This is an optimization exercise on Yosys and OpenROAD, whose aim is small area and a short achievable clock period, not a production implementation.
Only the layout flow was run in this run; the RTL was not checked for function there.
No activity file was given, so power comes from the tool's default toggle rates.

[flow/run.sh]
#!/bin/bash
set -e
cp standard.sh standard_sh.txt
export BUFFER_PORTS_ARGS="-buffer_cell sky130_fd_sc_hd__buf_1"
bash standard.sh > standard.log 2>&1
[standard.sh]
#!/bin/bash
# synth_recipe.tcl (not shown) runs the flow's synth.tcl, then flattens the netlist and writes it again
# the make line also repeats each setting of config.mk as NAME=value (left out here)
make -C /OpenROAD-flow-scripts/flow DESIGN_CONFIG=/design/flow/config.mk WORK_HOME=/design/flow/orfs CLKGATE_MAP_FILE= SYNTH_SCRIPT=/design/flow/synth_recipe.tcl "${@:-finish}"
[config.mk]
export PLATFORM = sky130hd
export DESIGN_NAME = alu_design
export DESIGN_NICKNAME = alu_design
export VERILOG_FILES = /design/flow/design.v
export SDC_FILE = /design/flow/constraint.sdc
export NUM_CORES = 4
export LEC_CHECK = 0
export CAP_MARGIN = 20
export CORE_MARGIN = 2
export CORE_UTILIZATION = 40
export SETUP_SLACK_MARGIN = 4.8
export SLEW_MARGIN = 20
export SYNTH_HIERARCHICAL = 1
[constraint.sdc]
create_clock -name core_clock -period 8.0 [get_ports {CLK}]
set_input_delay 1.6000 -clock core_clock [delete_from_list [all_inputs] [get_ports {CLK}]]
set_output_delay 1.6000 -clock core_clock [all_outputs]
set_load 0.01 [all_outputs]
[design.v]
module alu_design #(parameter OPERAND_WIDTH = 16, parameter CMD_WIDTH = 4)(
	input CLK, RST, MODE, CE, CIN,
	input [CMD_WIDTH-1:0] CMD,
	input [1:0] INP_VALID,
	input [OPERAND_WIDTH-1:0] OPA, OPB,
	output reg ERR, OFLOW, E, G, L,
	output reg COUT,
	output reg [(2*OPERAND_WIDTH)-1:0] RES
);
	wire in_v11 = INP_VALID == 2'b11;
	wire in_vA  = INP_VALID == 2'b01;
	wire in_vB  = INP_VALID == 2'b10;
	wire in_add_ok = (in_v11 && (CMD <= 4'd7 || CMD == 4'd11 || CMD == 4'd12)) ||
	                 (in_vA && (CMD == 4'd4 || CMD == 4'd5)) ||
	                 (in_vB && (CMD == 4'd6 || CMD == 4'd7));
	wire in_mul = in_v11 && (CMD == 4'd9 || CMD == 4'd10);
	wire in_cmp = in_v11 && (CMD == 4'd8 || CMD == 4'd11 || CMD == 4'd12);
	wire in_lok = (in_v11 && CMD <= 4'd13) ||
	              (in_vA && (CMD == 4'd6 || CMD == 4'd8 || CMD == 4'd9)) ||
	              (in_vB && (CMD == 4'd7 || CMD == 4'd10 || CMD == 4'd11));
	wire in_rot_err = in_v11 && (CMD == 4'd12 || CMD == 4'd13) && (|OPB[15:5]);
	wire in_err = MODE ? !(in_add_ok || in_mul || in_cmp) : (!in_lok || in_rot_err);
	reg [3:0] in_lt;
	always @(*) begin
		case (CMD)
			4'd0: in_lt = 4'b1000;    
			4'd1: in_lt = 4'b0111;    
			4'd2: in_lt = 4'b1110;    
			4'd3: in_lt = 4'b0001;    
			4'd4: in_lt = 4'b0110;    
			4'd5: in_lt = 4'b1001;    
			4'd6: in_lt = 4'b0011;    
			4'd7: in_lt = 4'b0101;    
			default: in_lt = 4'b0000;
		endcase
	end
	reg [15:0] a, b;
	reg m9;      
	reg xb, yb, yi, c0, xs;
	reg sgn;     
	reg [3:0] rs;   
	always @(posedge CLK) begin
		a <= (CMD == 4'd10) ? {OPA[14:0], 1'b0} : OPA;
		b <= OPB;
		m9 <= CMD[0];
		xb <= CMD == 4'd6 || CMD == 4'd7;
		yb <= CMD <= 4'd3 || CMD == 4'd11 || CMD == 4'd12;
		yi <= CMD == 4'd12 || (CMD <= 4'd7 && CMD[0]);
		c0 <= CMD == 4'd12 || CMD == 4'd1 || CMD == 4'd4 || CMD == 4'd6 ||
		      (CMD == 4'd2 && CIN) || (CMD == 4'd3 && !CIN);
		xs <= CMD == 4'd11 || CMD == 4'd12;
		sgn <= CMD != 4'd8;
		rs <= (CMD == 4'd13) ? (4'd0 - OPB[3:0]) : OPB[3:0];
	end
	reg c_add, c_mul, c_arith, c_nerr, c_cmp;
	reg [3:0] ltt;
	reg l_sra, l_sla, l_srb, l_slb, l_rot;
	reg c_ofsub, c_ofsv, c_ofk, c_of11v, c_ofidle, c_cout;
	always @(posedge CLK or posedge RST) begin
		if (RST) begin
			c_add <= 1'b0; c_mul <= 1'b0; c_arith <= 1'b0;
			ltt <= 4'b0000;
			l_sra <= 1'b0; l_sla <= 1'b0; l_srb <= 1'b0; l_slb <= 1'b0; l_rot <= 1'b0;
			c_nerr <= 1'b0; c_cmp <= 1'b0;
			c_ofsub <= 1'b0; c_ofsv <= 1'b0; c_ofk <= 1'b0; c_of11v <= 1'b0;
			c_ofidle <= 1'b0; c_cout <= 1'b0;
		end else begin
			c_add   <= CE && MODE && in_add_ok;
			c_mul   <= CE && MODE && in_mul;
			c_arith <= CE && MODE;
			ltt     <= (CE && !MODE && in_lok) ? in_lt : 4'b0000;
			l_sra   <= CE && !MODE && in_lok && CMD == 4'd8;
			l_sla   <= CE && !MODE && in_lok && CMD == 4'd9;
			l_srb   <= CE && !MODE && in_lok && CMD == 4'd10;
			l_slb   <= CE && !MODE && in_lok && CMD == 4'd11;
			l_rot   <= CE && !MODE && in_lok && (CMD == 4'd12 || CMD == 4'd13);
			c_nerr  <= CE && !in_err;
			c_cmp   <= CE && MODE && in_cmp;
			c_ofsub <= CE && MODE && (CMD == 4'd1 || CMD == 4'd3 || CMD == 4'd5 || CMD == 4'd7);
			c_ofsv  <= CE && MODE && (CMD == 4'd11 || CMD == 4'd12) && in_v11;
			c_ofk   <= CE && MODE && !in_v11 && OPA[15] &&
			           ((CMD == 4'd11 && OPB[15]) || (CMD == 4'd12 && !OPB[15]));
			c_of11v <= CE && MODE && CMD == 4'd11 && in_v11;
			c_ofidle <= CE && MODE && ((CMD == 4'd3 && CIN) || CMD == 4'd5 || CMD == 4'd7);
			c_cout  <= CE && MODE && in_add_ok &&
			           (CMD == 4'd0 || CMD == 4'd2 || CMD == 4'd4 || CMD == 4'd6 || CMD == 4'd11);
		end
	end
	wire [15:0] ax = xb ? b : a;
	wire [15:0] ay = (b & {16{yb}}) ^ {16{yi}};
	wire xe = xs & ax[15];
	wire ye = xs ? ay[15] : yi;
	wire [16:0] sum = {xe, ax} + {ye, ay} + {16'b0, c0};
	wire eq = a == b;
	wire lt = {a[15] ^ sgn, a[14:0]} < {b[15] ^ sgn, b[14:0]};
	wire [15:0] r1, r2, r3, rot;
	genvar ri;
	generate for (ri = 0; ri < 16; ri = ri + 1) begin : g_rot
		mt_muxi u_r1 (.s(rs[0]), .d1(a[(ri + 15) % 16]), .d0(a[ri]), .y(r1[ri]));
		mt_muxi u_r2 (.s(rs[1]), .d1(r1[(ri + 14) % 16]), .d0(r1[ri]), .y(r2[ri]));
		mt_muxi u_r3 (.s(rs[2]), .d1(r2[(ri + 12) % 16]), .d0(r2[ri]), .y(r3[ri]));
		mt_muxi u_r4 (.s(rs[3]), .d1(r3[(ri + 8) % 16]), .d0(r3[ri]), .y(rot[ri]));
	end endgenerate
	wire [15:0] lres = (a & b & {16{ltt[3]}}) | (a & ~b & {16{ltt[2]}}) |
	                   (~a & b & {16{ltt[1]}}) | (~a & ~b & {16{ltt[0]}}) |
	                   ({1'b0, a[15:1]} & {16{l_sra}}) | ({a[14:0], 1'b0} & {16{l_sla}}) |
	                   ({1'b0, b[15:1]} & {16{l_srb}}) | ({b[14:0], 1'b0} & {16{l_slb}}) |
	                   (rot & {16{l_rot}});
	wire [31:0] ts, tc, td;
	wire [15:0] na, nb, pp [0:15];
	wire [15:0] a9, b9;
	genvar gi, gj;
	generate for (gi = 0; gi < 16; gi = gi + 1) begin : g_in
		mt_inv u_na (.a(a[gi]), .y(na[gi]));
		mt_inv u_nb (.a(b[gi]), .y(nb[gi]));
		mt_and u_a9 (.a(a[gi]), .b(m9), .y(a9[gi]));
		mt_and u_b9 (.a(b[gi]), .b(m9), .y(b9[gi]));
		for (gj = 0; gj < 16; gj = gj + 1) begin : g_pp
			mt_nor u_pp (.a(na[gi]), .b(nb[gj]), .y(pp[gi][gj]));
		end
	end endgenerate
	wire [204:0] fs, fc;
	wire [28:0] hs, hc;
	localparam MT_K = 23;
	mt_ha u_ha0 (.a(a9[11]), .b(b9[11]), .s(hs[0]), .co(hc[0]));
	mt_fa u_fa0 (.a(a9[12]), .b(b9[12]), .c(pp[0][12]), .s(fs[0]), .co(fc[0]));
	mt_ha u_ha1 (.a(pp[10][2]), .b(pp[11][1]), .s(hs[1]), .co(hc[1]));
	mt_fa u_fa1 (.a(a9[13]), .b(b9[13]), .c(pp[0][13]), .s(fs[1]), .co(fc[1]));
	mt_fa u_fa2 (.a(pp[10][3]), .b(pp[11][2]), .c(pp[12][1]), .s(fs[2]), .co(fc[2]));
	mt_ha u_ha2 (.a(pp[13][0]), .b(pp[1][12]), .s(hs[2]), .co(hc[2]));
	mt_fa u_fa3 (.a(a9[14]), .b(b9[14]), .c(pp[0][14]), .s(fs[3]), .co(fc[3]));
	mt_fa u_fa4 (.a(pp[10][4]), .b(pp[11][3]), .c(pp[12][2]), .s(fs[4]), .co(fc[4]));
	mt_fa u_fa5 (.a(pp[13][1]), .b(pp[14][0]), .c(pp[1][13]), .s(fs[5]), .co(fc[5]));
	mt_ha u_ha3 (.a(pp[2][12]), .b(pp[3][11]), .s(hs[3]), .co(hc[3]));
	mt_fa u_fa6 (.a(a9[15]), .b(b9[15]), .c(pp[0][15]), .s(fs[6]), .co(fc[6]));
	mt_fa u_fa7 (.a(pp[10][5]), .b(pp[11][4]), .c(pp[12][3]), .s(fs[7]), .co(fc[7]));
	mt_fa u_fa8 (.a(pp[13][2]), .b(pp[14][1]), .c(pp[15][0]), .s(fs[8]), .co(fc[8]));
	mt_fa u_fa9 (.a(pp[1][14]), .b(pp[2][13]), .c(pp[3][12]), .s(fs[9]), .co(fc[9]));
	mt_ha u_ha4 (.a(pp[4][11]), .b(pp[5][10]), .s(hs[4]), .co(hc[4]));
	mt_fa u_fa10 (.a(pp[10][6]), .b(pp[11][5]), .c(pp[12][4]), .s(fs[10]), .co(fc[10]));
	mt_fa u_fa11 (.a(pp[13][3]), .b(pp[14][2]), .c(pp[15][1]), .s(fs[11]), .co(fc[11]));
	mt_fa u_fa12 (.a(pp[1][15]), .b(pp[2][14]), .c(pp[3][13]), .s(fs[12]), .co(fc[12]));
	mt_ha u_ha5 (.a(pp[4][12]), .b(pp[5][11]), .s(hs[5]), .co(hc[5]));
	mt_fa u_fa13 (.a(pp[10][7]), .b(pp[11][6]), .c(pp[12][5]), .s(fs[13]), .co(fc[13]));
	mt_fa u_fa14 (.a(pp[13][4]), .b(pp[14][3]), .c(pp[15][2]), .s(fs[14]), .co(fc[14]));
	mt_ha u_ha6 (.a(pp[2][15]), .b(pp[3][14]), .s(hs[6]), .co(hc[6]));
	mt_fa u_fa15 (.a(pp[10][8]), .b(pp[11][7]), .c(pp[12][6]), .s(fs[15]), .co(fc[15]));
	mt_ha u_ha7 (.a(pp[13][5]), .b(pp[14][4]), .s(hs[7]), .co(hc[7]));
	mt_ha u_ha8 (.a(pp[10][9]), .b(pp[11][8]), .s(hs[8]), .co(hc[8]));
	mt_ha u_ha9 (.a(a9[7]), .b(b9[7]), .s(hs[9]), .co(hc[9]));
	mt_fa u_fa16 (.a(a9[8]), .b(b9[8]), .c(pp[0][8]), .s(fs[16]), .co(fc[16]));
	mt_ha u_ha10 (.a(pp[1][7]), .b(pp[2][6]), .s(hs[10]), .co(hc[10]));
	mt_fa u_fa17 (.a(a9[9]), .b(b9[9]), .c(pp[0][9]), .s(fs[17]), .co(fc[17]));
	mt_fa u_fa18 (.a(pp[1][8]), .b(pp[2][7]), .c(pp[3][6]), .s(fs[18]), .co(fc[18]));
	mt_ha u_ha11 (.a(pp[4][5]), .b(pp[5][4]), .s(hs[11]), .co(hc[11]));
	mt_fa u_fa19 (.a(a9[10]), .b(b9[10]), .c(pp[0][10]), .s(fs[19]), .co(fc[19]));
	mt_fa u_fa20 (.a(pp[10][0]), .b(pp[1][9]), .c(pp[2][8]), .s(fs[20]), .co(fc[20]));
	mt_fa u_fa21 (.a(pp[3][7]), .b(pp[4][6]), .c(pp[5][5]), .s(fs[21]), .co(fc[21]));
	mt_ha u_ha12 (.a(pp[6][4]), .b(pp[7][3]), .s(hs[12]), .co(hc[12]));
	mt_fa u_fa22 (.a(pp[0][11]), .b(pp[10][1]), .c(pp[11][0]), .s(fs[22]), .co(fc[22]));
	mt_fa u_fa23 (.a(pp[1][10]), .b(pp[2][9]), .c(pp[3][8]), .s(fs[23]), .co(fc[23]));
	mt_fa u_fa24 (.a(pp[4][7]), .b(pp[5][6]), .c(pp[6][5]), .s(fs[24]), .co(fc[24]));
	mt_fa u_fa25 (.a(pp[7][4]), .b(pp[8][3]), .c(pp[9][2]), .s(fs[25]), .co(fc[25]));
	mt_fa u_fa26 (.a(pp[12][0]), .b(pp[1][11]), .c(pp[2][10]), .s(fs[26]), .co(fc[26]));
	mt_fa u_fa27 (.a(pp[3][9]), .b(pp[4][8]), .c(pp[5][7]), .s(fs[27]), .co(fc[27]));
	mt_fa u_fa28 (.a(pp[6][6]), .b(pp[7][5]), .c(pp[8][4]), .s(fs[28]), .co(fc[28]));
	mt_fa u_fa29 (.a(pp[9][3]), .b(hc[0]), .c(hs[1]), .s(fs[29]), .co(fc[29]));
	mt_fa u_fa30 (.a(pp[2][11]), .b(pp[3][10]), .c(pp[4][9]), .s(fs[30]), .co(fc[30]));
	mt_fa u_fa31 (.a(pp[5][8]), .b(pp[6][7]), .c(pp[7][6]), .s(fs[31]), .co(fc[31]));
	mt_fa u_fa32 (.a(pp[8][5]), .b(pp[9][4]), .c(hc[1]), .s(fs[32]), .co(fc[32]));
	mt_fa u_fa33 (.a(hs[2]), .b(fc[0]), .c(fs[1]), .s(fs[33]), .co(fc[33]));
	mt_fa u_fa34 (.a(pp[4][10]), .b(pp[5][9]), .c(pp[6][8]), .s(fs[34]), .co(fc[34]));
	mt_fa u_fa35 (.a(pp[7][7]), .b(pp[8][6]), .c(pp[9][5]), .s(fs[35]), .co(fc[35]));
	mt_fa u_fa36 (.a(hc[2]), .b(hs[3]), .c(fc[1]), .s(fs[36]), .co(fc[36]));
	mt_fa u_fa37 (.a(fc[2]), .b(fs[3]), .c(fs[4]), .s(fs[37]), .co(fc[37]));
	mt_fa u_fa38 (.a(pp[6][9]), .b(pp[7][8]), .c(pp[8][7]), .s(fs[38]), .co(fc[38]));
	mt_fa u_fa39 (.a(pp[9][6]), .b(hc[3]), .c(hs[4]), .s(fs[39]), .co(fc[39]));
	mt_fa u_fa40 (.a(fc[3]), .b(fc[4]), .c(fc[5]), .s(fs[40]), .co(fc[40]));
	mt_fa u_fa41 (.a(fs[6]), .b(fs[7]), .c(fs[8]), .s(fs[41]), .co(fc[41]));
	mt_fa u_fa42 (.a(pp[6][10]), .b(pp[7][9]), .c(pp[8][8]), .s(fs[42]), .co(fc[42]));
	mt_fa u_fa43 (.a(pp[9][7]), .b(hc[4]), .c(hs[5]), .s(fs[43]), .co(fc[43]));
	mt_fa u_fa44 (.a(fc[6]), .b(fc[7]), .c(fc[8]), .s(fs[44]), .co(fc[44]));
	mt_fa u_fa45 (.a(fc[9]), .b(fs[10]), .c(fs[11]), .s(fs[45]), .co(fc[45]));
	mt_fa u_fa46 (.a(pp[4][13]), .b(pp[5][12]), .c(pp[6][11]), .s(fs[46]), .co(fc[46]));
	mt_fa u_fa47 (.a(pp[7][10]), .b(pp[8][9]), .c(pp[9][8]), .s(fs[47]), .co(fc[47]));
	mt_fa u_fa48 (.a(hc[5]), .b(hs[6]), .c(fc[10]), .s(fs[48]), .co(fc[48]));
	mt_fa u_fa49 (.a(fc[11]), .b(fc[12]), .c(fs[13]), .s(fs[49]), .co(fc[49]));
	mt_fa u_fa50 (.a(pp[15][3]), .b(pp[3][15]), .c(pp[4][14]), .s(fs[50]), .co(fc[50]));
	mt_fa u_fa51 (.a(pp[5][13]), .b(pp[6][12]), .c(pp[7][11]), .s(fs[51]), .co(fc[51]));
	mt_fa u_fa52 (.a(pp[8][10]), .b(pp[9][9]), .c(hc[6]), .s(fs[52]), .co(fc[52]));
	mt_fa u_fa53 (.a(hs[7]), .b(fc[13]), .c(fc[14]), .s(fs[53]), .co(fc[53]));
	mt_fa u_fa54 (.a(pp[12][7]), .b(pp[13][6]), .c(pp[14][5]), .s(fs[54]), .co(fc[54]));
	mt_fa u_fa55 (.a(pp[15][4]), .b(pp[4][15]), .c(pp[5][14]), .s(fs[55]), .co(fc[55]));
	mt_fa u_fa56 (.a(pp[6][13]), .b(pp[7][12]), .c(pp[8][11]), .s(fs[56]), .co(fc[56]));
	mt_fa u_fa57 (.a(pp[9][10]), .b(hc[7]), .c(hs[8]), .s(fs[57]), .co(fc[57]));
	mt_fa u_fa58 (.a(pp[10][10]), .b(pp[11][9]), .c(pp[12][8]), .s(fs[58]), .co(fc[58]));
	mt_fa u_fa59 (.a(pp[13][7]), .b(pp[14][6]), .c(pp[15][5]), .s(fs[59]), .co(fc[59]));
	mt_fa u_fa60 (.a(pp[5][15]), .b(pp[6][14]), .c(pp[7][13]), .s(fs[60]), .co(fc[60]));
	mt_ha u_ha13 (.a(pp[8][12]), .b(pp[9][11]), .s(hs[13]), .co(hc[13]));
	mt_fa u_fa61 (.a(pp[10][11]), .b(pp[11][10]), .c(pp[12][9]), .s(fs[61]), .co(fc[61]));
	mt_fa u_fa62 (.a(pp[13][8]), .b(pp[14][7]), .c(pp[15][6]), .s(fs[62]), .co(fc[62]));
	mt_ha u_ha14 (.a(pp[6][15]), .b(pp[7][14]), .s(hs[14]), .co(hc[14]));
	mt_fa u_fa63 (.a(pp[10][12]), .b(pp[11][11]), .c(pp[12][10]), .s(fs[63]), .co(fc[63]));
	mt_ha u_ha15 (.a(pp[13][9]), .b(pp[14][8]), .s(hs[15]), .co(hc[15]));
	mt_ha u_ha16 (.a(pp[10][13]), .b(pp[11][12]), .s(hs[16]), .co(hc[16]));
	mt_ha u_ha17 (.a(a9[4]), .b(b9[4]), .s(hs[17]), .co(hc[17]));
	mt_fa u_fa64 (.a(a9[5]), .b(b9[5]), .c(pp[0][5]), .s(fs[64]), .co(fc[64]));
	mt_ha u_ha18 (.a(pp[1][4]), .b(pp[2][3]), .s(hs[18]), .co(hc[18]));
	mt_fa u_fa65 (.a(a9[6]), .b(b9[6]), .c(pp[0][6]), .s(fs[65]), .co(fc[65]));
	mt_fa u_fa66 (.a(pp[1][5]), .b(pp[2][4]), .c(pp[3][3]), .s(fs[66]), .co(fc[66]));
	mt_ha u_ha19 (.a(pp[4][2]), .b(pp[5][1]), .s(hs[19]), .co(hc[19]));
	mt_fa u_fa67 (.a(pp[0][7]), .b(pp[1][6]), .c(pp[2][5]), .s(fs[67]), .co(fc[67]));
	mt_fa u_fa68 (.a(pp[3][4]), .b(pp[4][3]), .c(pp[5][2]), .s(fs[68]), .co(fc[68]));
	mt_fa u_fa69 (.a(pp[6][1]), .b(pp[7][0]), .c(hs[9]), .s(fs[69]), .co(fc[69]));
	mt_fa u_fa70 (.a(pp[3][5]), .b(pp[4][4]), .c(pp[5][3]), .s(fs[70]), .co(fc[70]));
	mt_fa u_fa71 (.a(pp[6][2]), .b(pp[7][1]), .c(pp[8][0]), .s(fs[71]), .co(fc[71]));
	mt_fa u_fa72 (.a(hc[9]), .b(hs[10]), .c(fs[16]), .s(fs[72]), .co(fc[72]));
	mt_fa u_fa73 (.a(pp[6][3]), .b(pp[7][2]), .c(pp[8][1]), .s(fs[73]), .co(fc[73]));
	mt_fa u_fa74 (.a(pp[9][0]), .b(hc[10]), .c(hs[11]), .s(fs[74]), .co(fc[74]));
	mt_fa u_fa75 (.a(fc[16]), .b(fs[17]), .c(fs[18]), .s(fs[75]), .co(fc[75]));
	mt_fa u_fa76 (.a(pp[8][2]), .b(pp[9][1]), .c(hc[11]), .s(fs[76]), .co(fc[76]));
	mt_fa u_fa77 (.a(hs[12]), .b(fc[17]), .c(fc[18]), .s(fs[77]), .co(fc[77]));
	mt_fa u_fa78 (.a(fs[19]), .b(fs[20]), .c(fs[21]), .s(fs[78]), .co(fc[78]));
	mt_fa u_fa79 (.a(hs[0]), .b(hc[12]), .c(fc[19]), .s(fs[79]), .co(fc[79]));
	mt_fa u_fa80 (.a(fc[20]), .b(fc[21]), .c(fs[22]), .s(fs[80]), .co(fc[80]));
	mt_fa u_fa81 (.a(fs[23]), .b(fs[24]), .c(fs[25]), .s(fs[81]), .co(fc[81]));
	mt_fa u_fa82 (.a(fc[22]), .b(fc[23]), .c(fc[24]), .s(fs[82]), .co(fc[82]));
	mt_fa u_fa83 (.a(fc[25]), .b(fs[0]), .c(fs[26]), .s(fs[83]), .co(fc[83]));
	mt_fa u_fa84 (.a(fs[27]), .b(fs[28]), .c(fs[29]), .s(fs[84]), .co(fc[84]));
	mt_fa u_fa85 (.a(fc[26]), .b(fc[27]), .c(fc[28]), .s(fs[85]), .co(fc[85]));
	mt_fa u_fa86 (.a(fs[2]), .b(fs[30]), .c(fs[31]), .s(fs[86]), .co(fc[86]));
	mt_fa u_fa87 (.a(fc[29]), .b(fs[32]), .c(fs[33]), .s(fs[87]), .co(fc[87]));
	mt_fa u_fa88 (.a(fc[30]), .b(fc[31]), .c(fs[34]), .s(fs[88]), .co(fc[88]));
	mt_fa u_fa89 (.a(fs[35]), .b(fs[5]), .c(fc[32]), .s(fs[89]), .co(fc[89]));
	mt_fa u_fa90 (.a(fc[33]), .b(fs[36]), .c(fs[37]), .s(fs[90]), .co(fc[90]));
	mt_fa u_fa91 (.a(fc[34]), .b(fc[35]), .c(fs[38]), .s(fs[91]), .co(fc[91]));
	mt_fa u_fa92 (.a(fs[9]), .b(fc[36]), .c(fs[39]), .s(fs[92]), .co(fc[92]));
	mt_fa u_fa93 (.a(fc[37]), .b(fs[40]), .c(fs[41]), .s(fs[93]), .co(fc[93]));
	mt_fa u_fa94 (.a(fc[38]), .b(fs[12]), .c(fs[42]), .s(fs[94]), .co(fc[94]));
	mt_fa u_fa95 (.a(fc[39]), .b(fc[40]), .c(fs[43]), .s(fs[95]), .co(fc[95]));
	mt_fa u_fa96 (.a(fc[41]), .b(fs[44]), .c(fs[45]), .s(fs[96]), .co(fc[96]));
	mt_fa u_fa97 (.a(fc[42]), .b(fs[14]), .c(fs[46]), .s(fs[97]), .co(fc[97]));
	mt_fa u_fa98 (.a(fs[47]), .b(fc[43]), .c(fc[44]), .s(fs[98]), .co(fc[98]));
	mt_fa u_fa99 (.a(fc[45]), .b(fs[48]), .c(fs[49]), .s(fs[99]), .co(fc[99]));
	mt_fa u_fa100 (.a(fc[46]), .b(fc[47]), .c(fs[15]), .s(fs[100]), .co(fc[100]));
	mt_fa u_fa101 (.a(fs[50]), .b(fs[51]), .c(fs[52]), .s(fs[101]), .co(fc[101]));
	mt_fa u_fa102 (.a(fc[48]), .b(fc[49]), .c(fs[53]), .s(fs[102]), .co(fc[102]));
	mt_fa u_fa103 (.a(fc[15]), .b(fc[50]), .c(fc[51]), .s(fs[103]), .co(fc[103]));
	mt_fa u_fa104 (.a(fs[54]), .b(fs[55]), .c(fs[56]), .s(fs[104]), .co(fc[104]));
	mt_fa u_fa105 (.a(fc[52]), .b(fc[53]), .c(fs[57]), .s(fs[105]), .co(fc[105]));
	mt_fa u_fa106 (.a(hc[8]), .b(hs[13]), .c(fc[54]), .s(fs[106]), .co(fc[106]));
	mt_fa u_fa107 (.a(fc[55]), .b(fc[56]), .c(fs[58]), .s(fs[107]), .co(fc[107]));
	mt_fa u_fa108 (.a(fs[59]), .b(fs[60]), .c(fc[57]), .s(fs[108]), .co(fc[108]));
	mt_fa u_fa109 (.a(pp[8][13]), .b(pp[9][12]), .c(hc[13]), .s(fs[109]), .co(fc[109]));
	mt_fa u_fa110 (.a(hs[14]), .b(fc[58]), .c(fc[59]), .s(fs[110]), .co(fc[110]));
	mt_fa u_fa111 (.a(fc[60]), .b(fs[61]), .c(fs[62]), .s(fs[111]), .co(fc[111]));
	mt_fa u_fa112 (.a(pp[15][7]), .b(pp[7][15]), .c(pp[8][14]), .s(fs[112]), .co(fc[112]));
	mt_fa u_fa113 (.a(pp[9][13]), .b(hc[14]), .c(hs[15]), .s(fs[113]), .co(fc[113]));
	mt_fa u_fa114 (.a(fc[61]), .b(fc[62]), .c(fs[63]), .s(fs[114]), .co(fc[114]));
	mt_fa u_fa115 (.a(pp[12][11]), .b(pp[13][10]), .c(pp[14][9]), .s(fs[115]), .co(fc[115]));
	mt_fa u_fa116 (.a(pp[15][8]), .b(pp[8][15]), .c(pp[9][14]), .s(fs[116]), .co(fc[116]));
	mt_fa u_fa117 (.a(hc[15]), .b(hs[16]), .c(fc[63]), .s(fs[117]), .co(fc[117]));
	mt_fa u_fa118 (.a(pp[10][14]), .b(pp[11][13]), .c(pp[12][12]), .s(fs[118]), .co(fc[118]));
	mt_fa u_fa119 (.a(pp[13][11]), .b(pp[14][10]), .c(pp[15][9]), .s(fs[119]), .co(fc[119]));
	mt_ha u_ha20 (.a(pp[9][15]), .b(hc[16]), .s(hs[20]), .co(hc[20]));
	mt_fa u_fa120 (.a(pp[10][15]), .b(pp[11][14]), .c(pp[12][13]), .s(fs[120]), .co(fc[120]));
	mt_ha u_ha21 (.a(pp[13][12]), .b(pp[14][11]), .s(hs[21]), .co(hc[21]));
	mt_ha u_ha22 (.a(pp[11][15]), .b(pp[12][14]), .s(hs[22]), .co(hc[22]));
	mt_ha u_ha23 (.a(a9[2]), .b(b9[2]), .s(hs[23]), .co(hc[23]));
	mt_fa u_fa121 (.a(a9[3]), .b(b9[3]), .c(pp[0][3]), .s(fs[121]), .co(fc[121]));
	mt_ha u_ha24 (.a(pp[1][2]), .b(pp[2][1]), .s(hs[24]), .co(hc[24]));
	mt_fa u_fa122 (.a(pp[0][4]), .b(pp[1][3]), .c(pp[2][2]), .s(fs[122]), .co(fc[122]));
	mt_fa u_fa123 (.a(pp[3][1]), .b(pp[4][0]), .c(hs[17]), .s(fs[123]), .co(fc[123]));
	mt_fa u_fa124 (.a(pp[3][2]), .b(pp[4][1]), .c(pp[5][0]), .s(fs[124]), .co(fc[124]));
	mt_fa u_fa125 (.a(hc[17]), .b(hs[18]), .c(fs[64]), .s(fs[125]), .co(fc[125]));
	mt_fa u_fa126 (.a(pp[6][0]), .b(hc[18]), .c(hs[19]), .s(fs[126]), .co(fc[126]));
	mt_fa u_fa127 (.a(fc[64]), .b(fs[65]), .c(fs[66]), .s(fs[127]), .co(fc[127]));
	mt_fa u_fa128 (.a(hc[19]), .b(fc[65]), .c(fc[66]), .s(fs[128]), .co(fc[128]));
	mt_fa u_fa129 (.a(fs[67]), .b(fs[68]), .c(fs[69]), .s(fs[129]), .co(fc[129]));
	mt_fa u_fa130 (.a(fc[67]), .b(fc[68]), .c(fs[70]), .s(fs[130]), .co(fc[130]));
	mt_fa u_fa131 (.a(fs[71]), .b(fc[69]), .c(fs[72]), .s(fs[131]), .co(fc[131]));
	mt_fa u_fa132 (.a(fc[70]), .b(fc[71]), .c(fs[73]), .s(fs[132]), .co(fc[132]));
	mt_fa u_fa133 (.a(fs[74]), .b(fc[72]), .c(fs[75]), .s(fs[133]), .co(fc[133]));
	mt_fa u_fa134 (.a(fc[73]), .b(fc[74]), .c(fs[76]), .s(fs[134]), .co(fc[134]));
	mt_fa u_fa135 (.a(fc[75]), .b(fs[77]), .c(fs[78]), .s(fs[135]), .co(fc[135]));
	mt_fa u_fa136 (.a(fc[76]), .b(fc[77]), .c(fc[78]), .s(fs[136]), .co(fc[136]));
	mt_fa u_fa137 (.a(fs[79]), .b(fs[80]), .c(fs[81]), .s(fs[137]), .co(fc[137]));
	mt_fa u_fa138 (.a(fc[79]), .b(fc[80]), .c(fc[81]), .s(fs[138]), .co(fc[138]));
	mt_fa u_fa139 (.a(fs[82]), .b(fs[83]), .c(fs[84]), .s(fs[139]), .co(fc[139]));
	mt_fa u_fa140 (.a(fc[82]), .b(fc[83]), .c(fs[85]), .s(fs[140]), .co(fc[140]));
	mt_fa u_fa141 (.a(fs[86]), .b(fc[84]), .c(fs[87]), .s(fs[141]), .co(fc[141]));
	mt_fa u_fa142 (.a(fc[85]), .b(fc[86]), .c(fs[88]), .s(fs[142]), .co(fc[142]));
	mt_fa u_fa143 (.a(fs[89]), .b(fc[87]), .c(fs[90]), .s(fs[143]), .co(fc[143]));
	mt_fa u_fa144 (.a(fc[88]), .b(fc[89]), .c(fs[91]), .s(fs[144]), .co(fc[144]));
	mt_fa u_fa145 (.a(fs[92]), .b(fc[90]), .c(fs[93]), .s(fs[145]), .co(fc[145]));
	mt_fa u_fa146 (.a(fc[91]), .b(fs[94]), .c(fc[92]), .s(fs[146]), .co(fc[146]));
	mt_fa u_fa147 (.a(fs[95]), .b(fc[93]), .c(fs[96]), .s(fs[147]), .co(fc[147]));
	mt_fa u_fa148 (.a(fc[94]), .b(fs[97]), .c(fc[95]), .s(fs[148]), .co(fc[148]));
	mt_fa u_fa149 (.a(fs[98]), .b(fc[96]), .c(fs[99]), .s(fs[149]), .co(fc[149]));
	mt_fa u_fa150 (.a(fc[97]), .b(fs[100]), .c(fc[98]), .s(fs[150]), .co(fc[150]));
	mt_fa u_fa151 (.a(fs[101]), .b(fs[102]), .c(fc[99]), .s(fs[151]), .co(fc[151]));
	mt_fa u_fa152 (.a(fc[100]), .b(fs[103]), .c(fs[104]), .s(fs[152]), .co(fc[152]));
	mt_fa u_fa153 (.a(fc[101]), .b(fc[102]), .c(fs[105]), .s(fs[153]), .co(fc[153]));
	mt_fa u_fa154 (.a(fc[103]), .b(fc[104]), .c(fs[106]), .s(fs[154]), .co(fc[154]));
	mt_fa u_fa155 (.a(fs[107]), .b(fc[105]), .c(fs[108]), .s(fs[155]), .co(fc[155]));
	mt_fa u_fa156 (.a(fs[109]), .b(fc[106]), .c(fc[107]), .s(fs[156]), .co(fc[156]));
	mt_fa u_fa157 (.a(fs[110]), .b(fs[111]), .c(fc[108]), .s(fs[157]), .co(fc[157]));
	mt_fa u_fa158 (.a(fs[112]), .b(fc[109]), .c(fc[110]), .s(fs[158]), .co(fc[158]));
	mt_fa u_fa159 (.a(fs[113]), .b(fc[111]), .c(fs[114]), .s(fs[159]), .co(fc[159]));
	mt_fa u_fa160 (.a(fc[112]), .b(fs[115]), .c(fs[116]), .s(fs[160]), .co(fc[160]));
	mt_fa u_fa161 (.a(fc[113]), .b(fc[114]), .c(fs[117]), .s(fs[161]), .co(fc[161]));
	mt_fa u_fa162 (.a(fc[115]), .b(fc[116]), .c(fs[118]), .s(fs[162]), .co(fc[162]));
	mt_fa u_fa163 (.a(fs[119]), .b(hs[20]), .c(fc[117]), .s(fs[163]), .co(fc[163]));
	mt_fa u_fa164 (.a(pp[15][10]), .b(hs[21]), .c(fc[118]), .s(fs[164]), .co(fc[164]));
	mt_fa u_fa165 (.a(fc[119]), .b(hc[20]), .c(fs[120]), .s(fs[165]), .co(fc[165]));
	mt_fa u_fa166 (.a(pp[13][13]), .b(pp[14][12]), .c(pp[15][11]), .s(fs[166]), .co(fc[166]));
	mt_fa u_fa167 (.a(hc[21]), .b(hs[22]), .c(fc[120]), .s(fs[167]), .co(fc[167]));
	mt_fa u_fa168 (.a(pp[12][15]), .b(pp[13][14]), .c(pp[14][13]), .s(fs[168]), .co(fc[168]));
	mt_ha u_ha25 (.a(pp[15][12]), .b(hc[22]), .s(hs[25]), .co(hc[25]));
	mt_ha u_ha26 (.a(pp[13][15]), .b(pp[14][14]), .s(hs[26]), .co(hc[26]));
	mt_ha u_ha27 (.a(a9[0]), .b(b9[0]), .s(hs[27]), .co(hc[27]));
	mt_fa u_fa169 (.a(a9[1]), .b(b9[1]), .c(pp[0][1]), .s(fs[169]), .co(fc[169]));
	mt_fa u_fa170 (.a(pp[0][2]), .b(pp[1][1]), .c(pp[2][0]), .s(fs[170]), .co(fc[170]));
	mt_fa u_fa171 (.a(pp[3][0]), .b(hc[23]), .c(hs[24]), .s(fs[171]), .co(fc[171]));
	mt_fa u_fa172 (.a(hc[24]), .b(fc[121]), .c(fs[122]), .s(fs[172]), .co(fc[172]));
	mt_fa u_fa173 (.a(fc[122]), .b(fs[124]), .c(fc[123]), .s(fs[173]), .co(fc[173]));
	mt_fa u_fa174 (.a(fc[124]), .b(fs[126]), .c(fc[125]), .s(fs[174]), .co(fc[174]));
	mt_fa u_fa175 (.a(fc[126]), .b(fc[127]), .c(fs[128]), .s(fs[175]), .co(fc[175]));
	mt_fa u_fa176 (.a(fc[128]), .b(fs[130]), .c(fc[129]), .s(fs[176]), .co(fc[176]));
	mt_fa u_fa177 (.a(fc[130]), .b(fs[132]), .c(fc[131]), .s(fs[177]), .co(fc[177]));
	mt_fa u_fa178 (.a(fc[132]), .b(fs[134]), .c(fc[133]), .s(fs[178]), .co(fc[178]));
	mt_fa u_fa179 (.a(fc[134]), .b(fs[136]), .c(fc[135]), .s(fs[179]), .co(fc[179]));
	mt_fa u_fa180 (.a(fc[136]), .b(fs[138]), .c(fc[137]), .s(fs[180]), .co(fc[180]));
	mt_fa u_fa181 (.a(fc[138]), .b(fs[140]), .c(fc[139]), .s(fs[181]), .co(fc[181]));
	mt_fa u_fa182 (.a(fc[140]), .b(fs[142]), .c(fc[141]), .s(fs[182]), .co(fc[182]));
	mt_fa u_fa183 (.a(fc[142]), .b(fs[144]), .c(fc[143]), .s(fs[183]), .co(fc[183]));
	mt_fa u_fa184 (.a(fc[144]), .b(fs[146]), .c(fc[145]), .s(fs[184]), .co(fc[184]));
	mt_fa u_fa185 (.a(fc[146]), .b(fs[148]), .c(fc[147]), .s(fs[185]), .co(fc[185]));
	mt_fa u_fa186 (.a(fc[148]), .b(fs[150]), .c(fc[149]), .s(fs[186]), .co(fc[186]));
	mt_fa u_fa187 (.a(fs[152]), .b(fc[150]), .c(fc[151]), .s(fs[187]), .co(fc[187]));
	mt_fa u_fa188 (.a(fs[154]), .b(fc[152]), .c(fc[153]), .s(fs[188]), .co(fc[188]));
	mt_fa u_fa189 (.a(fc[154]), .b(fs[156]), .c(fc[155]), .s(fs[189]), .co(fc[189]));
	mt_fa u_fa190 (.a(fs[158]), .b(fc[156]), .c(fs[159]), .s(fs[190]), .co(fc[190]));
	mt_fa u_fa191 (.a(fs[160]), .b(fc[158]), .c(fs[161]), .s(fs[191]), .co(fc[191]));
	mt_fa u_fa192 (.a(fc[160]), .b(fs[162]), .c(fs[163]), .s(fs[192]), .co(fc[192]));
	mt_fa u_fa193 (.a(fc[162]), .b(fs[164]), .c(fs[165]), .s(fs[193]), .co(fc[193]));
	mt_fa u_fa194 (.a(fs[166]), .b(fc[164]), .c(fc[165]), .s(fs[194]), .co(fc[194]));
	mt_fa u_fa195 (.a(fc[166]), .b(fs[168]), .c(hs[25]), .s(fs[195]), .co(fc[195]));
	mt_fa u_fa196 (.a(pp[15][13]), .b(hs[26]), .c(fc[168]), .s(fs[196]), .co(fc[196]));
	mt_ha u_ha28 (.a(pp[14][15]), .b(pp[15][14]), .s(hs[28]), .co(hc[28]));
	mt_fa u_fa197 (.a(fc[159]), .b(fc[190]), .c(fs[191]), .s(fs[197]), .co(fc[197]));
	mt_fa u_fa198 (.a(fc[161]), .b(fc[191]), .c(fs[192]), .s(fs[198]), .co(fc[198]));
	mt_fa u_fa199 (.a(fc[163]), .b(fs[193]), .c(fc[192]), .s(fs[199]), .co(fc[199]));
	mt_fa u_fa200 (.a(fs[167]), .b(fs[194]), .c(fc[193]), .s(fs[200]), .co(fc[200]));
	mt_fa u_fa201 (.a(fc[167]), .b(fs[195]), .c(fc[194]), .s(fs[201]), .co(fc[201]));
	mt_fa u_fa202 (.a(hc[25]), .b(fs[196]), .c(fc[195]), .s(fs[202]), .co(fc[202]));
	mt_fa u_fa203 (.a(hc[26]), .b(hs[28]), .c(fc[196]), .s(fs[203]), .co(fc[203]));
	mt_fa u_fa204 (.a(pp[15][15]), .b(hc[28]), .c(fc[203]), .s(fs[204]), .co(fc[204]));
	assign ts[0] = m9;
	assign tc[0] = pp[0][0];
	assign td[0] = hs[27];
	assign ts[1] = pp[1][0];
	assign tc[1] = hc[27];
	assign td[1] = fs[169];
	assign ts[2] = hs[23];
	assign tc[2] = fc[169];
	assign td[2] = fs[170];
	assign ts[3] = fc[170];
	assign tc[3] = fs[121];
	assign td[3] = fs[171];
	assign ts[4] = fs[123];
	assign tc[4] = fc[171];
	assign td[4] = fs[172];
	assign ts[5] = fc[172];
	assign tc[5] = fs[125];
	assign td[5] = fs[173];
	assign ts[6] = fc[173];
	assign tc[6] = fs[127];
	assign td[6] = fs[174];
	assign ts[7] = fs[129];
	assign tc[7] = fc[174];
	assign td[7] = fs[175];
	assign ts[8] = fc[175];
	assign tc[8] = fs[131];
	assign td[8] = fs[176];
	assign ts[9] = fc[176];
	assign tc[9] = fs[133];
	assign td[9] = fs[177];
	assign ts[10] = fs[135];
	assign tc[10] = fc[177];
	assign td[10] = fs[178];
	assign ts[11] = fs[137];
	assign tc[11] = fc[178];
	assign td[11] = fs[179];
	assign ts[12] = fc[179];
	assign tc[12] = fs[139];
	assign td[12] = fs[180];
	assign ts[13] = fc[180];
	assign tc[13] = fs[141];
	assign td[13] = fs[181];
	assign ts[14] = fs[143];
	assign tc[14] = fc[181];
	assign td[14] = fs[182];
	assign ts[15] = fs[145];
	assign tc[15] = fc[182];
	assign td[15] = fs[183];
	assign ts[16] = fs[147];
	assign tc[16] = fc[183];
	assign td[16] = fs[184];
	assign ts[17] = fs[149];
	assign tc[17] = fc[184];
	assign td[17] = fs[185];
	assign ts[18] = fs[151];
	assign tc[18] = fc[185];
	assign td[18] = fs[186];
	assign ts[19] = fs[153];
	assign tc[19] = fc[186];
	assign td[19] = fs[187];
	assign ts[20] = fs[155];
	assign tc[20] = fc[187];
	assign td[20] = fs[188];
	assign ts[21] = fs[157];
	assign tc[21] = fc[188];
	assign td[21] = fs[189];
	assign ts[22] = fc[157];
	assign tc[22] = fc[189];
	assign td[22] = fs[190];
	assign ts[23] = fs[197];
	assign tc[23] = 1'b0;
	assign td[23] = 1'b0;
	assign ts[24] = fs[198];
	assign tc[24] = fc[197];
	assign td[24] = 1'b0;
	assign ts[25] = fs[199];
	assign tc[25] = fc[198];
	assign td[25] = 1'b0;
	assign ts[26] = fs[200];
	assign tc[26] = fc[199];
	assign td[26] = 1'b0;
	assign ts[27] = fs[201];
	assign tc[27] = fc[200];
	assign td[27] = 1'b0;
	assign ts[28] = fs[202];
	assign tc[28] = fc[201];
	assign td[28] = 1'b0;
	assign ts[29] = fs[203];
	assign tc[29] = fc[202];
	assign td[29] = 1'b0;
	assign ts[30] = fs[204];
	assign tc[30] = 1'b0;
	assign td[30] = 1'b0;
	assign ts[31] = fc[204];
	assign tc[31] = 1'b0;
	assign td[31] = 1'b0;
	reg [31:0] PS, PC, PD;
	reg pvalid;
	wire [31:0] p2s = PS ^ PC ^ PD;
	wire [31:0] p2c = (PS & PC) | (PS & PD) | (PC & PD);
	wire [31:0] px = {PS[31:MT_K], p2s[MT_K-1:0]};
	wire [31:0] py = {PC[31:MT_K+1], p2c[MT_K-1:0], 1'b0};
	wire [31:0] P = px + py;
	wire pv = c_mul & pvalid;
	wire [31:0] res_n = {{15{pv}} & P[31:17],
	                     (c_add & sum[16]) | (pv & P[16]),
	                     ({16{c_add}} & sum[15:0]) | lres | ({16{pv}} & P[15:0])};
	wire ovf_s = (ax[15] ~^ ay[15]) & (sum[15] ^ ax[15]);
	wire oflow_n = (c_ofsub & sum[16]) | (c_ofsv & ovf_s) | c_ofk;
	wire oflow_idle_n = c_ofidle | (c_of11v & sum[15]);
	wire cout_n = c_cout & sum[16];
	reg oflow_idle;
	always @(posedge CLK or posedge RST) begin
		if (RST) begin
			RES <= 32'd0;
			ERR <= 1'b0; E <= 1'b0; G <= 1'b0; L <= 1'b0;
			OFLOW <= 1'b0; oflow_idle <= 1'b0; COUT <= 1'b0;
			pvalid <= 1'b0;
		end else if (CE) begin
			RES <= res_n;
			ERR <= !c_nerr;
			E <= c_cmp & eq;
			G <= c_cmp & !eq & !lt;
			L <= c_cmp & !eq & lt;
			OFLOW <= oflow_n; oflow_idle <= oflow_idle_n; COUT <= cout_n;
			if (c_arith)
				pvalid <= c_mul;
		end else begin
			ERR <= 1'b0; E <= 1'b0; G <= 1'b0; L <= 1'b0;
			OFLOW <= oflow_idle;
		end
	end
	always @(posedge CLK) begin
		if (CE && c_mul) begin
			PS <= ts;
			PC <= tc;
			PD <= td;
		end
	end
endmodule
module mt_fa(input a, input b, input c, output s, output co);
	assign s = a ^ b ^ c;
	assign co = (a & b) | (a & c) | (b & c);
endmodule
module mt_ha(input a, input b, output s, output co);
	assign s = a ^ b;
	assign co = a & b;
endmodule
module mt_inv(input a, output y);
	assign y = ~a;
endmodule
module mt_nand(input a, input b, output y);
	assign y = ~(a & b);
endmodule
module mt_and(input a, input b, output y);
	assign y = a & b;
endmodule
module mt_nor(input a, input b, output y);
	assign y = ~(a | b);
endmodule
module mt_muxi(input s, input d1, input d0, output y);
	assign y = ~(s ? d1 : d0);
endmodule
==> summary.md <==
| Metric | Value |
|---|---|
| Status | timing/DRC/antenna clean |
| Worst path arrival time | 3.90 ns |
| CP Capture Type | register |
| Routability cong. | 0.891 |
| Port-buffer cells | 80 |
| Tmin final | 3.50 ns |
| WL final | between 50000 and 60000 um |
| Reg2reg path depth | 12 |
| Die Y | 213 um |
| Number of flops mapped to enable cells by yosys | between 80 and 90 |
| Metal2 WL | 26200 um |
| Worst-margin pin slew | 1.00 ns |
| Worst-path clk slew | roughly 0.07 ns |
| First-pass GRT wire length | 83400 um |
| # fillers | 3977 |
| Row count | 76 |
| Ys Warns | 7 |
| Worst setup SP type | register |
| Final setup fails | 0 |
| Synth Area in XOR/XNOR | under 10% |
| Met3 wire len | 3770 um |
| Final Net Count | 2272 |
| Metal-1 WL | 23100 um |
| # IOs | 81 |
| Synth Register Bits | about 190 |
| CTS tree | built |
| Post-synthesis mux area share | 4.92% |
| # clock sinks | 186 |
| All-Layer GR Usage | around 25% |
| FF-to-FF End | RES[15]$_DFFE_PP0P_ |
| DP Worst Slack | ~3.8 ns |
| Final setup TNS | 0 ns |
| VDD IR max | 151 uV |
| Largest net degree at the start of global routing | 75 |
| Post-synthesis cell type count | 70 |
| Post-Synth Simple-Gate Area | a little over an eighth |
| Clock Skews | between 0.01 and 0.015 ns |
| Vias | about 14k |
| CP max FO | 5 |
| Initial antenna violation count | 0 |
| Core area | 0.0432 sq mm |
| # Max-Cap Violations | 0 |
| Unrepaired setup endpoints after global routing | true |
| Clk buf depth | 2 |
| P_leak | 8.94 nW |
| Tcrit/Tclk final | 43.8% |
| WL/cell | 22.4 um |
| Compound-gate portion of the synthesized area | between 10% and 20% |
| DRT antenna net count | 0 |
| Vias in the first global route | between 10k and 15k |
| H-tree depth | 4 |
| Synth top area cells | fa_1 (26%), edfxtp_1 (14%), ha_1 (10%), dfrtp_1 (8.6%), nor2_1 (6.9%) |
| Vias per cell | 5.57 |
| Initial core utilization | 40.5% |
| Post-Syn Area | 0.0175 sq mm |
| Die area | 0.0455 sq mm |
| Slack of the critical path | 4.50 ns |
| DR top layer | met4 |
| Area of the multi-input gates | 0.0126 sq mm |
| Reg2reg start | PD[1]$_DFFE_PP_ |
| GR Overflow Total | 0 |
| Clk Latency, worst-skew pair | approximately 0.47 ns |
| Cells after Synth | 1670 |
| F_max | 286 MHz |
| Register area share after synthesis | 27.8% |
| # diodes | 0 |
| Starting DRT DRC Count | 1479 |
| Hpwl dp | just under 40000 um |
| Residual DRC count | 0 |
| Storage cell area | 0.00498 sq mm |
| Avg Inst Size Synth | between 10 and 15 sq um |
| Post-synth ARST share | 32.3% |
| Final Hold Vio Count | 0 |
| Crit Path Class | reg2reg |
| Pwr Density | 155 mW/mm^2 |
| Clock root cell | clkbuf_16 |
| Max-slew violations | 0 |
| Cell taking the most area after synthesis | fa_1 |
| Clock buffer count from CTS | 17 |
| Die Wd | approximately 210 um |
| Adder-Cell Fraction of Synth Area | 36.6% |
| Share of layout cells above drive strength 1 | 20.7% |
| Hold Buf Count CTS | 0 |
| Setup crit start | PD[1]$_DFFE_PP_ |
| Yosys top cell area share | 26.4% |
| Total nets after synthesis | 2087 |
| Ys flop type | edfxtp_1 |
| Worst hold path class | reg2reg |
| R2R Setup Slk | 4.50 ns |
| Largest family of logic cells by synthesized area | adder cells |
| First-pass DRT Iterations | 5 |
| Relative slew slack | between 30% and 40% |
| Worst endpoint required time | 8.40 ns |
| Setup crit end | RES[15]$_DFFE_PP0P_ |
| Layout area overhead | 19.6% |
## power breakdown
part	leakage (nW)	internal, mW	total, mW	switching [mW]
registers	1.98	1.10	1.15	0.0490
logic	6.69	0.576	1.30	0.729
clock network	0.269	0.405	0.796	0.391
total	8.94	2.08	3.25	1.17
## stage by stage
step / hold slack, ns / cell area, sq um / util, % / total power [mW] / instances
3_5_place_dp: 0.411 / 18500 / 42.8 / 2.34 / 2302
2_1_floorplan: 0.378 / 17500 / - / 1.94 / 1670
5_1_grt: 0.438 / 20900 / 48.5 / 3.47 / 2453
3_3_place_gp: 0.418 / 18500 / 42.8 / 2.32 / 2302
6_report: 0.428 / 20900 / 48.5 / 3.25 / 2453
4_1_cts: 0.422 / 20200 / 46.8 / 3.23 / 2420
## modules after synthesis (local to each module, per instance)
module      times used  area [sq um]  flip-flops and latches  cells inside
alu_design           1         11100                     186          1052
mt_fa              205          20.0                       0             1
mt_ha               29          12.5                       0             1
mt_muxi             64          10.0                       0             1
mt_and              32          6.26                       0             1
mt_inv              32          3.75                       0             1
mt_nor             256          3.75                       0             1
## cell type report
cell class | count | area share, %
Timing Repair Buffer | 208 | 6.77
Tap cell | 585 | 3.50
Timing Repair inverter | 1 | 0.0359
Clock inverter | 14 | 0.454
Clock buffer | 18 | 2.10
Inverter | 110 | 2.92
Multi-Input combinational cell | 1331 | 60.4
Sequential cell | 186 | 23.8
## cell usage in the layout (no fill, tap or decap), types with 34 or more instances in the layout
cell type	n
fa_1	184
o21ai_0	34
edfxtp_1	84
nor2_1	288
fa_2	47
a22oi_1	34
mux2i_1	66
xnor2_1	39
buf_1	76
a21oi_1	48
and2_1	36
dfrtp_1	60
nand2_1	90
ha_1	135
inv_1	78
buf_4	103
## flip-flops by register name, indices dropped and copies added, names as in the netlist, 4 cells and up
signal / flops
ltt: 4
PD: 23
rs: 4
RES: 32
a: 16
PC: 29
b: 15
PS: 32
## synth_stat cells, drive strengths merged (6+ instances only)
master / instances
a21oi: 51
and2: 37
o21ai: 51
a22oi: 34
nand4: 6
dfxtp: 42
nand3: 32
nand2b: 6
ha: 143
a21o: 9
dfrtp: 60
inv: 110
nand2: 92
xnor2: 42
xor2: 18
clkbuf: 40
mux2i: 67
o21bai: 9
o21a: 11
fa: 231
nor3: 12
nor2: 322
a31oi: 12
nor2b: 8
o22ai: 18
a22o: 8
and3: 7
edfxtp: 84
a221oi: 25
nor4: 8
mux2: 17
## logic make-up after synthesis
| kind of cell | count (synthesis) |
|---|---|
| xor+xnor | 60 |
| compound gates | 267 |
| flops | 186 |
| fa+ha+maj | 374 |
| mux | 84 |
| buf+inv | 153 |
| simple gates | 546 |
## worst min path at each step
| stage | from | endpoint | slack, ns | cells after the start |
|---|---|---|---|---|
| 4_1_cts | c_nerr$_DFF_PP0_ | ERR$_DFF_PP0_ | 0.42 | 1 |
| 3_5_place_dp | c_nerr$_DFF_PP0_ | ERR$_DFF_PP0_ | 0.41 | 1 |
| 2_1_floorplan | c_nerr$_DFF_PP0_ | ERR$_DFF_PP0_ | 0.38 | 1 |
| 3_3_place_gp | c_nerr$_DFF_PP0_ | ERR$_DFF_PP0_ | 0.42 | 1 |
| 5_1_grt | c_nerr$_DFF_PP0_ | ERR$_DFF_PP0_ | 0.44 | 1 |
| 6_report | c_nerr$_DFF_PP0_ | ERR$_DFF_PP0_ | 0.43 | 1 |
## what timing repair did
item	CTS	global route
resized for setup	183	132
setup endpoints to repair	142	68
pin swaps	35	63
buffers inserted	85	31
gates cloned	1	2
endpoints found under the hold margin	0	0
## per-layer routing
| metal | GRT usage [%] | up-vias |
|---|---|---|
| li1 | - | 6084 |
| met2 | 40.8 | 566 |
| met4 | 9.29 | 0 |
| met5 | 0 | - |
| met3 | 4.15 | 94 |
| met1 | 33.3 | 6924 |
## worst max-delay path: stages (launching register included)
cell and delay [ns]:
edfxtp_1 0.40, fa_1 0.53, ha_4 0.19, fa_2 0.36
a211oi_2 0.19, o21bai_1 0.13, o211a_1 0.24, o21a_4 0.22
o31a_1 0.40, buf_4 0.19, xor2_2 0.33, a221oi_2 0.10
nor2_1 0.14

==> separate check: timing with driven ports <==
How much do the figures lean on ideal ports? The routed layout below was timed once more, with nothing changed but the port constraints.
Step 1 assumes that a clkbuf_16 drives the clock port and a buf_2 every other input.
Step 2, shift: input delay + t, output delay - t, t = (earliest + latest rising clock arrival at the registers) / 2. This alone moves slack from input paths to output paths.
a / b / c = no drivers / after step 1 / after step 2; a / b = the first two.
t (ns): 0.522
setup WS [ns]: 4.499 / 4.499 / 4.411
worst slew at a driven data input, ns: 0.06
cell pins on the clock port's net: 1
After both steps setup and hold are still met in this run. The setup slack of this run moves by 0.000 ns with the drivers and by -0.088 ns with both steps.
